Background: an optimization exercise with open tools, aiming at small area and a short achievable clock period. Do not read the settings as production practice. In this exercise RTL edits were held to simulation tests only and were not proved equivalent to the original.

== v6 ==
// fft
module fft(
	input wire			clk,
	input wire			rst_n,
	input wire[16:0]	data_i0_R,
	input wire[16:0]	data_i0_I,
	input wire[16:0]	data_i1_R,
	input wire[16:0]	data_i1_I,
	output reg[16:0]	data_o0_R,
	output reg[16:0]	data_o0_I,
	output reg[16:0]	data_o1_R,
	output reg[16:0]	data_o1_I
);
  reg [2:0] ph;
  reg [1:0] fd;
  wire [2:0] pn = ph + 3'd1;
  wire [1:0] fdn = (ph == 3'd7 && fd != 2'd3) ? fd + 2'd1 : fd;
  reg [3:0] oplus, ominus;
  wire vnext = (fdn == 2'd3) || (fdn == 2'd2 && pn[2]);
  always @(posedge clk or negedge rst_n)
    if (!rst_n) begin ph <= 3'd7; fd <= 2'd0; oplus <= 4'd0; ominus <= 4'd0; end
    else begin ph <= pn; fd <= fdn; oplus <= {4{vnext & pn[2]}}; ominus <= {4{vnext & ~pn[2]}}; end
  reg [16:0] XA0_0_R, XA0_0_I;
  reg [16:0] XA1_0_R, XA1_0_I;
  reg [16:0] XA2_0_R, XA2_0_I;
  reg [16:0] PU_0_R, PU_0_I;
  reg [16:0] PV_0_R, PV_0_I;
  reg [16:0] PP_0_R, PP_0_I;
  reg [16:0] R0_0_R, R0_0_I;
  reg [16:0] R1_0_R, R1_0_I;
  reg [16:0] QP_0_R, QP_0_I;
  reg [16:0] QU_0_R, QU_0_I;
  reg [16:0] M0_0_R, M0_0_I;
  reg [16:0] M1_0_R, M1_0_I;
  reg [16:0] M2_0_R, M2_0_I;
  reg [16:0] M3_0_R, M3_0_I;
  reg [16:0] QT_0_x0, QT_0_x1, QT_0_y0, QT_0_y1;
  reg [16:0] XA0_1_R, XA0_1_I;
  reg [16:0] XA1_1_R, XA1_1_I;
  reg [16:0] XA2_1_R, XA2_1_I;
  reg [16:0] PU_1_R, PU_1_I;
  reg [16:0] PV_1_R, PV_1_I;
  reg [16:0] R0_1_R, R0_1_I;
  ...
Size: roughly 6500 cells after synthesis, roughly 1200 flip-flops.
clock: 7.5 ns
lec_check: 0
cap_margin: 20
core_margin: 2
core_utilization: 50
cts_cluster_diameter: 100
cts_cluster_size: 20
setup_slack_margin: 3.5
slew_margin: 20
run.sh (not shown) runs the stock make flow with config.mk's settings and CLKGATE_MAP_FILE= SYNTH_SCRIPT=/design/flow/synth_recipe.tcl, a recipe that flattens the netlist after the stock synthesis.
Input-level comparison between v7 and v6:
diff --git a/flow/design.v b/flow/design.v
--- a/flow/design.v
+++ b/flow/design.v
@@ -490,22 +490,19 @@
     PU_1_I <= ({17{s_PU_1_I_0}} & XA2_1_I) | ({17{s_PU_1_I_1}} & QP_1_I) | ({17{s_PU_1_I_2}} & R1_1_I);
     PV_1_I <= ({17{s_PV_1_I_0}} & XA0_1_I) | ({17{s_PV_1_I_1}} & plusP1_I) | ({17{s_PV_1_I_2}} & (~R0_1_R));
     R0_1_I <= minusP1_I; R1_1_I <= R0_1_I;
     QP_1_I <= ({17{s_QP_1_I_0}} & plusP1_I) | ({17{s_QP_1_I_1}} & plusQ1_I) | ({17{s_QP_1_I_2}} & plusQ1_R) | ({17{s_QP_1_I_3}} & M1_1_I) | ({17{s_QP_1_I_4}} & M1_1_R);
     QU_1_I <= ({17{s_QU_1_I_0}} & R1_1_I) | ({17{s_QU_1_I_1}} & HV_1_I) | ({17{s_QU_1_I_2}} & plusQ1_I) | ({17{s_QU_1_I_3}} & M0_1_I) | ({17{s_QU_1_I_4}} & QP_0_I);
     HV_1_I <= ({17{s_HV_1_I_0}} & plusQ1_I) | ({17{s_HV_1_I_1}} & M0_1_I) | ({17{s_HV_1_I_2}} & plusP1_I) | ({17{s_HV_1_I_3}} & R1_1_I) | ({17{s_HV_1_I_4}} & HV_1_I);
     M0_1_I <= minusQ1_I; M1_1_I <= M0_1_I; M2_1_I <= M1_1_I; M3_1_I <= M2_1_I;
     QT_1_x0 <= ({17{s_QT_1_x0_0}} & h1trbs39) | ({17{s_QT_1_x0_1}} & h1tibs43) | ({17{s_QT_1_x0_2}} & utrbs55) | ({17{s_QT_1_x0_3}} & utibs71);
     QT_1_x1 <= ({17{s_QT_1_x1_0}} & minusP1_I) | ({17{s_QT_1_x1_1}} & R1_1_I) | ({17{s_QT_1_x1_2}} & {h1trbm40[15:0], 1'b0}) | ({17{s_QT_1_x1_3}} & {h1tibm44[15:0], 1'b0}) | ({17{s_QT_1_x1_4}} & {utrbm56[15:0], 1'b0}) | ({17{s_QT_1_x1_5}} & {utibm72[15:0], 1'b0});
     QT_1_y0 <= ({17{s_QT_1_y0_0}} & h1tibs43) | ({17{s_QT_1_y0_1}} & (~h1trbs39)) | ({17{s_QT_1_y0_2}} & utibs71) | ({17{s_QT_1_y0_3}} & (~utrbs55)) | ({17{s_QT_1_y0_4}} & 17'h1ffff);
     QT_1_y1 <= ({17{s_QT_1_y1_0}} & (~minusP1_R)) | ({17{s_QT_1_y1_1}} & (~R1_1_R)) | ({17{s_QT_1_y1_2}} & {h1tibm44[15:0], 1'b0}) | ({17{s_QT_1_y1_3}} & (~{h1trbm40[15:0], 1'b0})) | ({17{s_QT_1_y1_4}} & {utibm72[15:0], 1'b0}) | ({17{s_QT_1_y1_5}} & (~{utrbm56[15:0], 1'b0}));
   end
-  always @(posedge clk or negedge rst_n)
-    if (!rst_n) begin
-      data_o0_R <= 17'd0; data_o0_I <= 17'd0; data_o1_R <= 17'd0; data_o1_I <= 17'd0;
-    end else begin
-      data_o0_R <= ({17{oplus[0]}} & plusQ0_R) | ({17{ominus[0]}} & M3_0_R);
-      data_o0_I <= ({17{oplus[1]}} & plusQ0_I) | ({17{ominus[1]}} & M3_0_I);
-      data_o1_R <= ({17{oplus[2]}} & plusQ1_R) | ({17{ominus[2]}} & M3_1_R);
-      data_o1_I <= ({17{oplus[3]}} & plusQ1_I) | ({17{ominus[3]}} & M3_1_I);
-    end
+  always @(posedge clk) begin
+    data_o0_R <= ({17{oplus[0]}} & plusQ0_R) | ({17{ominus[0]}} & M3_0_R);
+    data_o0_I <= ({17{oplus[1]}} & plusQ0_I) | ({17{ominus[1]}} & M3_0_I);
+    data_o1_R <= ({17{oplus[2]}} & plusQ1_R) | ({17{ominus[2]}} & M3_1_R);
+    data_o1_I <= ({17{oplus[3]}} & plusQ1_I) | ({17{ominus[3]}} & M3_1_I);
+  end
 endmodule
Diff v6 -> v7 | sequential share of layout area | decrease of 0.34 points
Time the worst path needs with I/O delays and setup, v7 and v6, higher one = v7.
v7 ended with less number of detailed-routing iterations run before antenna repair than v6.
In v7 relative to v6, final cell area excluding filler cells had gone down slightly.
v7 against v6; non-clock buffer count is down slightly.
Taking v6 as the reference, in v7 die area lost 0.52%, highest net fanout along the worst path now sits higher, routed wire length now larger.
In the tables for v7 and v6, number of clock buffer instances in the layout reads higher with v6.

-- what the ideal ports hide --
In the flow no input, the clock included, has a driving cell. The finished layouts below were timed again as built, in two steps.
Step 1 (the two cells are an assumption about what drives the block):
set clk [get_ports {clk}]
set_driving_cell -lib_cell sky130_fd_sc_hd__clkbuf_16 $clk
set_driving_cell -lib_cell sky130_fd_sc_hd__buf_2 [delete_from_list [all_inputs] $clk]
Step 2 times the ports against the registers' clock, not the clock port: input delays grow and output delays shrink by t, the midpoint of the rising clock arrivals with the driver on.
Slacks: ideal ports / drivers / drivers and shift; pairs: ideal ports / drivers.
run	t, ns	setup WS [ns]	latest minus earliest clock arrival (ns)	cell pins on the clock port's net
v6	0.791	3.483 / 3.483 / 2.766	0.048 / 0.049	1
v7	0.804	3.375 / 3.375 / 2.825	0.026 / 0.027	1
After both steps every run listed still meets setup and hold. The setup slack of v6, which loses most, moves by 0.000 ns with the drivers and by -0.717 ns with both steps.
